From an optimization exercise on the open Yosys and OpenROAD flow, aimed at small area and a short achievable clock period; shortcuts taken in it are not production practice. Only simulation tests tie the RTL to the original design; equivalence was not proved. Power figures rest on the tool's default switching activity, not on a simulated workload.

==> flow/run.sh <==
#!/bin/bash
# synth_recipe.tcl (not shown) runs the flow's synth.tcl, then flattens the netlist and writes it again
# the make line also repeats each setting of config.mk as NAME=value (left out here)
make -C /OpenROAD-flow-scripts/flow DESIGN_CONFIG=/design/flow/config.mk WORK_HOME=/design/flow/orfs CLKGATE_MAP_FILE= SYNTH_SCRIPT=/design/flow/synth_recipe.tcl finish
==> flow/design.v <==
`timescale 1ns / 1ps
module mux2 #(parameter WIDTH = 8)
  (input  [WIDTH-1:0] d0, d1,
   input              s,
   output [WIDTH-1:0] y);
  assign y = s ? d1 : d0;
endmodule
`timescale 1ns / 1ps
module adder(input  [31:0] a, b,
             output [31:0] y);
  assign y = a + b;
endmodule
`timescale 1ns / 1ps
module sl2(input  [31:0] a,
           output [31:0] y);
  assign y = a << 2;
endmodule
`timescale 1ns / 1ps
module signext(input  [15:0] a,
               output [31:0] y);
  assign y = {{16{a[15]}}, a};
endmodule
`timescale 1ns / 1ps
module zeroimm( input [15:0] a,
                output [31:0] y
    );
    assign y = {{16{1'b0}}, a};
endmodule
`timescale 1ns / 1ps
module flopr #(parameter WIDTH = 8)
  (input clk, reset,
   input  [WIDTH-1:0] d,
   output reg [WIDTH-1:0] q);
  always @(posedge clk or posedge reset)
    if (reset)
      q <= 0;
    else
      q <= d;
endmodule
`timescale 1ns / 1ps
module RegisterFile(
        input clk,WE3,
        input [4:0] A1,A2,A3,
        input [31:0] WD3,
        output [31:0] RD1,RD2
    );
    reg [31:0] RegFile[31:0];
    always @(posedge clk)
        if(WE3) RegFile[A3] <= WD3;
    assign RD1 = (A1 !=0 ) ? (RegFile[A1]) : 0;
    assign RD2 = (A2 !=0 ) ? (RegFile[A2]) : 0;
endmodule
`timescale 1ns / 1ps
module ALU(
    input [31:0] A, B,
    input [5:0] ALUControl,    
    input [4:0] shamt,         
    output reg [31:0] result,
    output ZeroFlag
);
    always @(*) begin
        case (ALUControl)
            6'b100000: result = A + B;              
            6'b100001: result = A + B;              
            6'b100010: result = A - B;              
            6'b100011: result = A - B;              
            6'b100100: result = A & B;              
            6'b100101: result = A | B;              
            6'b100110: result = A ^ B;              
            6'b100111: result = ~(A | B);           
            6'b101010: result = ($signed(A) < $signed(B)) ? 32'b1 : 32'b0;  
            6'b000000: result = B << shamt;         
            6'b000010: result = B >> shamt;         
            6'b000011: result = $signed(B) >>> shamt;  
            6'b000100: result = B << A[4:0];        
            6'b000110: result = B >> A[4:0];        
            6'b000111: result = $signed(B) >>> A[4:0];
            default:   result = 32'bx;              
        endcase
    end
    assign ZeroFlag = (result == 32'b0);
endmodule
`timescale 1ns / 1ps
module aludec(
    input [5:0] funct,
    input [1:0] aluop,
    output reg [5:0] alucontrol  
);
    always @(*) 
        case (aluop)
            2'b00: alucontrol = 6'b100000;  
            2'b01: alucontrol = 6'b100010;  
            2'b10: alucontrol = funct;                
            default: alucontrol = 6'bxxxxxx;   
        endcase
endmodule
`timescale 1ns / 1ps
module maindec(
    input  [5:0] op,
    output memtoreg, memwrite,
    output branch, alusrc,
    output regdst, regwrite,
    output jump,
    output [1:0] aluop
);
    reg [8:0] controls;
    assign {regwrite, regdst, alusrc,
            branch, memwrite,
            memtoreg, jump, aluop} = controls;
    always @(*) begin
        case(op)
            6'b000000: controls = 9'b110000010;  
            6'b100011: controls = 9'b101001000;  
            6'b101011: controls = 9'b001010000;  
            6'b000100: controls = 9'b000100001;  
            6'b001000: controls = 9'b101000000;  
            6'b000010: controls = 9'b000000100;  
            default:   controls = 9'bxxxxxxxxx;  
        endcase
    end
endmodule
`timescale 1ns / 1ps
module controller(
    input [5:0] op, funct,
    input zero,
    output memtoreg, memwrite,
    output pcsrc, alusrc,
    output regdst, regwrite,
    output jump,
    output [5:0] alucontrol,
    input [4:0] shamt
);
    wire [1:0] aluop;
    wire branch;
    maindec md(
        .op(op),
        .memtoreg(memtoreg),
        .memwrite(memwrite),
        .branch(branch),
        .alusrc(alusrc),
        .regdst(regdst),
        .regwrite(regwrite),
        .jump(jump),
        .aluop(aluop)
    );
    aludec ad(
        .funct(funct),
        .aluop(aluop),
        .alucontrol(alucontrol)
    );
    assign pcsrc = branch & zero;
endmodule
`timescale 1ns / 1ps
module datapath(
        input clk,reset,
        input memtoreg, pcsrc,
        input alusrc,regdst,
        input regwrite,jump,
        input [5:0] alucontrol,
        output zero,
        output [31:0] pc,
        input [31:0] instr,
        output [31:0] aluout, writedata,
        input [31:0] readdata,
        input [4:0] shamt
    );
    wire [4:0]  writereg;
    wire [31:0] pcnext, pcnextbr, pcplus4, pcbranch;
    wire [31:0] signimm, signimmsh,ZeroImm;
    wire [31:0] srca, srcb;
    wire [31:0] result;
    flopr #(32) pcreg(clk,reset,pcnext,pc);
    adder pcadd1(pc,32'b100,pcplus4);
    sl2 immsh(signimm, signimmsh);
    adder pcadd2(pcplus4, signimmsh, pcbranch);
    mux2 #(32) pcbrmux(pcplus4,pcbranch,pcsrc,pcnextbr);
    mux2 #(32) pcmux(pcnextbr, {pcplus4[31:28],instr[25:0], 2'b00},jump, pcnext);
    RegisterFile rf(clk, regwrite, instr[25:21],instr[20:16], writereg,result, srca, writedata);
    mux2 #(5) wrmux(instr[20:16], instr[15:11],regdst, writereg);
    mux2 #(32) resmux(aluout, readdata, memtoreg, result);
    signext se(instr[15:0], signimm);
    zeroimm ze(instr[15:0], ZeroImm);
    mux2 #(32) srcbmux(writedata, signimm, alusrc,srcb);
    ALU alu(srca, srcb, alucontrol,shamt,aluout, zero);
endmodule
`timescale 1ns / 1ps
module mips(
    input clk, reset,
    output [31:0] pc,
    input [31:0] instr,
    output memwrite,
    output [31:0] aluout, writedata,
    input [31:0] readdata
);
    wire memtoreg, branch;
    wire alusrc, regdst, regwrite, jump;
    wire [5:0] alucontrol;
    wire [4:0] shamt;
    wire pcsrc;
    wire zero;
    assign shamt = (instr[31:26] == 6'b000000) ? instr[10:6] : 5'b00000;
    controller c(
        .op(instr[31:26]),
        .funct(instr[5:0]),
        .zero(zero),
        .memtoreg(memtoreg),
        .memwrite(memwrite),
        .pcsrc(pcsrc),
        .alusrc(alusrc),
        .regdst(regdst),
        .regwrite(regwrite),
        .jump(jump),
        .alucontrol(alucontrol),
        .shamt(shamt)
    );
    datapath dp(
        .clk(clk),
        .reset(reset),
        .memtoreg(memtoreg),
        .pcsrc(pcsrc),
        .alusrc(alusrc),
        .regdst(regdst),
        .regwrite(regwrite),
        .jump(jump),
        .alucontrol(alucontrol),
        .zero(zero),
        .pc(pc),
        .instr(instr),
        .aluout(aluout),
        .writedata(writedata),
        .readdata(readdata),
        .shamt(shamt)
    );
endmodule
==> flow/constraint.sdc <==
create_clock -name core_clock -period 11.5 [get_ports {clk}]
set_input_delay 2.3000 -clock core_clock [delete_from_list [all_inputs] [get_ports {clk}]]
set_output_delay 2.3000 -clock core_clock [all_outputs]
set_load 0.01 [all_outputs]
==> flow/config.mk <==
export PLATFORM = sky130hd
export DESIGN_NAME = mips
export DESIGN_NICKNAME = mips
export VERILOG_FILES = /design/flow/design.v
export SDC_FILE = /design/flow/constraint.sdc
export NUM_CORES = 4
export LEC_CHECK = 0
export CAP_MARGIN = 20
export CORE_MARGIN = 2
export CORE_UTILIZATION = 40
export SETUP_SLACK_MARGIN = 0.3
export SLEW_MARGIN = 20
==> summary.txt <==
==> repair_timing <==
action	in CTS	in global routing
endpoints found under the setup margin	3	4
hold buffers	0	0
buffers inserted	0	2
gates cloned	0	0
pin swaps	1	1
resized for setup	18	4
==> sequential cells by signal (all words and copies together) (netlist names) <==
| register | flops |
|---|---|
| dp.pcreg.q | 30 |
| dp.rf.RegFile | 1024 |
==> kinds of logic after synthesis <==
family                   count (synthesis)  share of synthesized area
AO/OA/AOI/OAI                         1026                      0.116
XOR/XNOR                                90                     0.0125
adder cells (fa/ha/maj)                138                     0.0277
buffers and inverters                  483                     0.0346
flip-flops                            1054                      0.498
multiplexers                           890                      0.225
other                                    1                  0.0000593
AND/OR/NAND/NOR                       1157                     0.0861
==> placed cells by master (no fill, tap or decap), drive strengths merged, types with 93 or more instances in the layout <==
| cell type | Yosys | layout |
|---|---|---|
| a21oi | 231 | 231 |
| ha | 135 | 135 |
| nor2 | 361 | 361 |
| nand2 | 329 | 329 |
| mux4 | 416 | 416 |
| a22oi | 138 | 138 |
| edfxtp | 1024 | 1024 |
| buf | 178 | 356 |
| clkbuf | 188 | 123 |
| nand3 | 95 | 95 |
| o21ai | 93 | 93 |
| inv | 115 | 119 |
| clkdlybuf4s50 | 0 | 150 |
| mux2i | 420 | 420 |
==> report_power, final <==
part	internal, mW	switching (mW)	total (mW)
combinational	1.10	2.32	3.42
clock	1.93	1.56	3.49
sequential	4.90	0.0615	4.96
==> worst reg2reg max path, cell delays in order (launching register included) <==
cell	delay, ns
edfxtp_1	0.40
mux4_2	0.47
a22oi_1	0.25
nand4_1	0.40
a22oi_2	0.39
inv_1	0.13
ha_1	0.25
fa_1	0.49
o21bai_1	0.30
nand2_1	0.12
nand4_1	0.18
nand3_1	0.24
o21ai_0	0.44
nor3_1	0.12
xnor2_1	0.15
a21oi_1	0.29
o221a_2	0.26
o221ai_1	0.29
nor3_2	0.27
buf_4	0.21
or4bb_1	0.58
nor4_1	0.21
buf_4	0.24
nand4_1	0.15
buf_12	0.21
nor2_1	0.12
buf_4	0.14
mux2_2	0.33
==> area by class of cell <==
class	instances	area, um2	area share
Clock inverter	73	754	0.0104
Clock buffer	123	2720	0.0374
Multi-Input combinational cell	3303	30100	0.415
Tap cell	2058	2570	0.0354
Inverter	117	440	0.00606
Sequential cell	1054	31500	0.434
Antenna cell	5	12.5	0.000172
Timing Repair Buffer	506	4510	0.0620
==> Yosys cell counts (37+ instances only) <==
master    number  area share
a22oi_1      126       0.015
mux4_2       416        0.15
o221ai_1      40      0.0055
nand2_1      329       0.020
edfxtp_1    1024        0.49
buf_1         56      0.0033
nand3_1       95      0.0075
a21oi_1      225       0.018
a221oi_1      61      0.0084
mux2_2        52      0.0093
nor2b_1       48      0.0047
a21o_1        37      0.0044
o22ai_1       66      0.0065
mux2i_1      417       0.066
nor3_1        81      0.0064
o211ai_1      39      0.0046
o21ai_0       83      0.0066
nor2_1       359       0.021
ha_1         135       0.027
xnor2_1       57      0.0079
inv_1        104      0.0062
a211oi_1      76      0.0090
nand2b_1      44      0.0044
clkbuf_1     188       0.011
or3_1         40      0.0040
buf_2         73      0.0058
==> routing by layer <==
metal / vias to the layer above / wire length [um] / track usage / part of all wire
met5: - / 56 / 0 / 0.00021
met4: 10 / 17000 / 0.176 / 0.065
met3: 666 / 22700 / 0.0522 / 0.087
met2: 2868 / 125000 / 0.526 / 0.48
met1: 24843 / 97100 / 0.397 / 0.37
li1: 19860 / - / - / -
==> worst paths after layout <==
path                                                 from  slack (ns)  cells after the start                        to
max                                             instr[16]        0.17                     27                aluout[31]
min                              dp.pcreg.q[31]$_DFF_PP0_        0.62                      2  dp.pcreg.q[31]$_DFF_PP0_
max reg2reg                dp.rf.RegFile[12][0]$_DFFE_PP_        3.77                     27  dp.pcreg.q[28]$_DFF_PP0_
min reg2reg                      dp.pcreg.q[31]$_DFF_PP0_        0.62                      2  dp.pcreg.q[31]$_DFF_PP0_
max in group asynchronous                           reset        9.21                      3  dp.pcreg.q[23]$_DFF_PP0_
min in group asynchronous                           reset        1.94                      3  dp.pcreg.q[11]$_DFF_PP0_
==> summary.txt <==
* Nets at 5292
* Die height at 402 um
* Fmax at 0.0882 GHz
* Clock buffer count from CTS at 106
* CP startpoint kind: input port
* Number of max-cap violations at 0
* Vias at 48.2k
* Clk slew on worst S/H paths at 0.06 ns
* Tot GR Track Use at 0.318
* Clock sinks at 1054
* Gate Count Post-Synth at 4839
* Critical Path AT at 9.03 ns
* Post-synth cell types at 104
* # port buffers at 160
* Status: complete, no violations
* Worst vdd rail ir drop at 127 uV
* CP Capture Type: output port
* Synth async-reset ratio at 0.0285
* CTS root buf: clkbuf_16
* Worst clock skew at 0.0571 ns
* Wire per inst at 36.2 um
* CTS tree: done
* Via/cell ratio at 6.66
* DP Area at 0.0690 mm2
* #FFs+latches synth at 1054
* Hold WC Path Type: reg -> reg
* HPWL Detailed at 184 mm
* # H-tree levels at 3
* IO Count at 163
* Largest net degree at the start of global routing at 72
* Minimum clock period at 11.33 ns
* Drt initial violations at 6069
* Share of cells above drive strength 1 at 0.224
* Antenna violations before repair at 9
* Number of global-route vias before repair at 46.7k
* Initial DRT Pass Iterations at 7
* DRT Wirelength at 262 mm
* Final instance area at 0.0726 mm2
* EDFF count, synth at 1024
* First-pass GRT wire length at 362 mm
* Fillers at 13.9k
* Fin util at 0.464
* Max Slew Vio Count at 0
* PwrDens at 163 mW/mm2
* Setup Viol. Count Final at 0
* Cells after DPL at 7036
* Critical Path Fanout Max at 33
* Drt drc at 0
* Dpl ws at -0.223 ns
* Setup_tns at 0 ns
* Sequential-to-total area share from yosys stat at 0.498
* Die ar. at 0.161 mm2
* Min setup slack post-route at 0.168 ns
* Count of final hold-check violations at 0
* Post-Syn Area at 0.0632 mm2
* FP Rows at 145
* Syn Area/Cell at 13.1 um2
* WP buf/inv at 10
* Worst path required time at 9.20 ns
* Top FF cell, synth: edfxtp_1
* Synth warnings at 5
* Core box area at 0.157 mm2
* Worst slew pin tran at 1.17 ns
* Worst Hold Margin at 0.622 ns
* CTS max path bufs at 3
* DRT antenna net count at 0
* RSZ-0062 raised after global routing: true
* Critical Setup Path Class: in -> out
* Final worst path period share at 0.985
* Clk Latency, worst-skew pair at 0.77 ns
* Slew headroom at 0.213
* Initial Utilization at 0.404
* Total Power at 11.9 mW
* Slowest cell on crit path: mux4_2
* Leakage Power at 25.6 nW
* Area added between synthesis and finish at 14.9%
* Fin cells at 7239
* Die width at 402 um
* GPL Wtd Cong at 1.01
* Remaining Overflow, GRT at 0
* Slowest Stage Delay on Critical Path at 0.54 ns
* CP delay by family, top: compound AO/OA/AOI/OAI gates

-- separate check: timing with driven ports --
Ports are ideal in the flow. The routed layout listed here was re-timed in OpenROAD.
Step 1: set_driving_cell puts a clkbuf_16 on clk and a buf_2 on each other input, an assumption about the parent block.
Step 2 times the ports against the registers' clock, not the clock port: input delays grow and output delays shrink by t, the midpoint of the rising clock arrivals with the driver on.
Three values: ideal, step 1, step 2; two values: the first two.
t, ns: 0.828
slack for setup (ns): 0.168 / 0.058 / 0.058
worst setup path at the end: input to output
After both steps setup and hold are still met in this run. For this run, drivers alone change the setup slack by -0.110 ns; drivers and shift together by -0.110 ns.
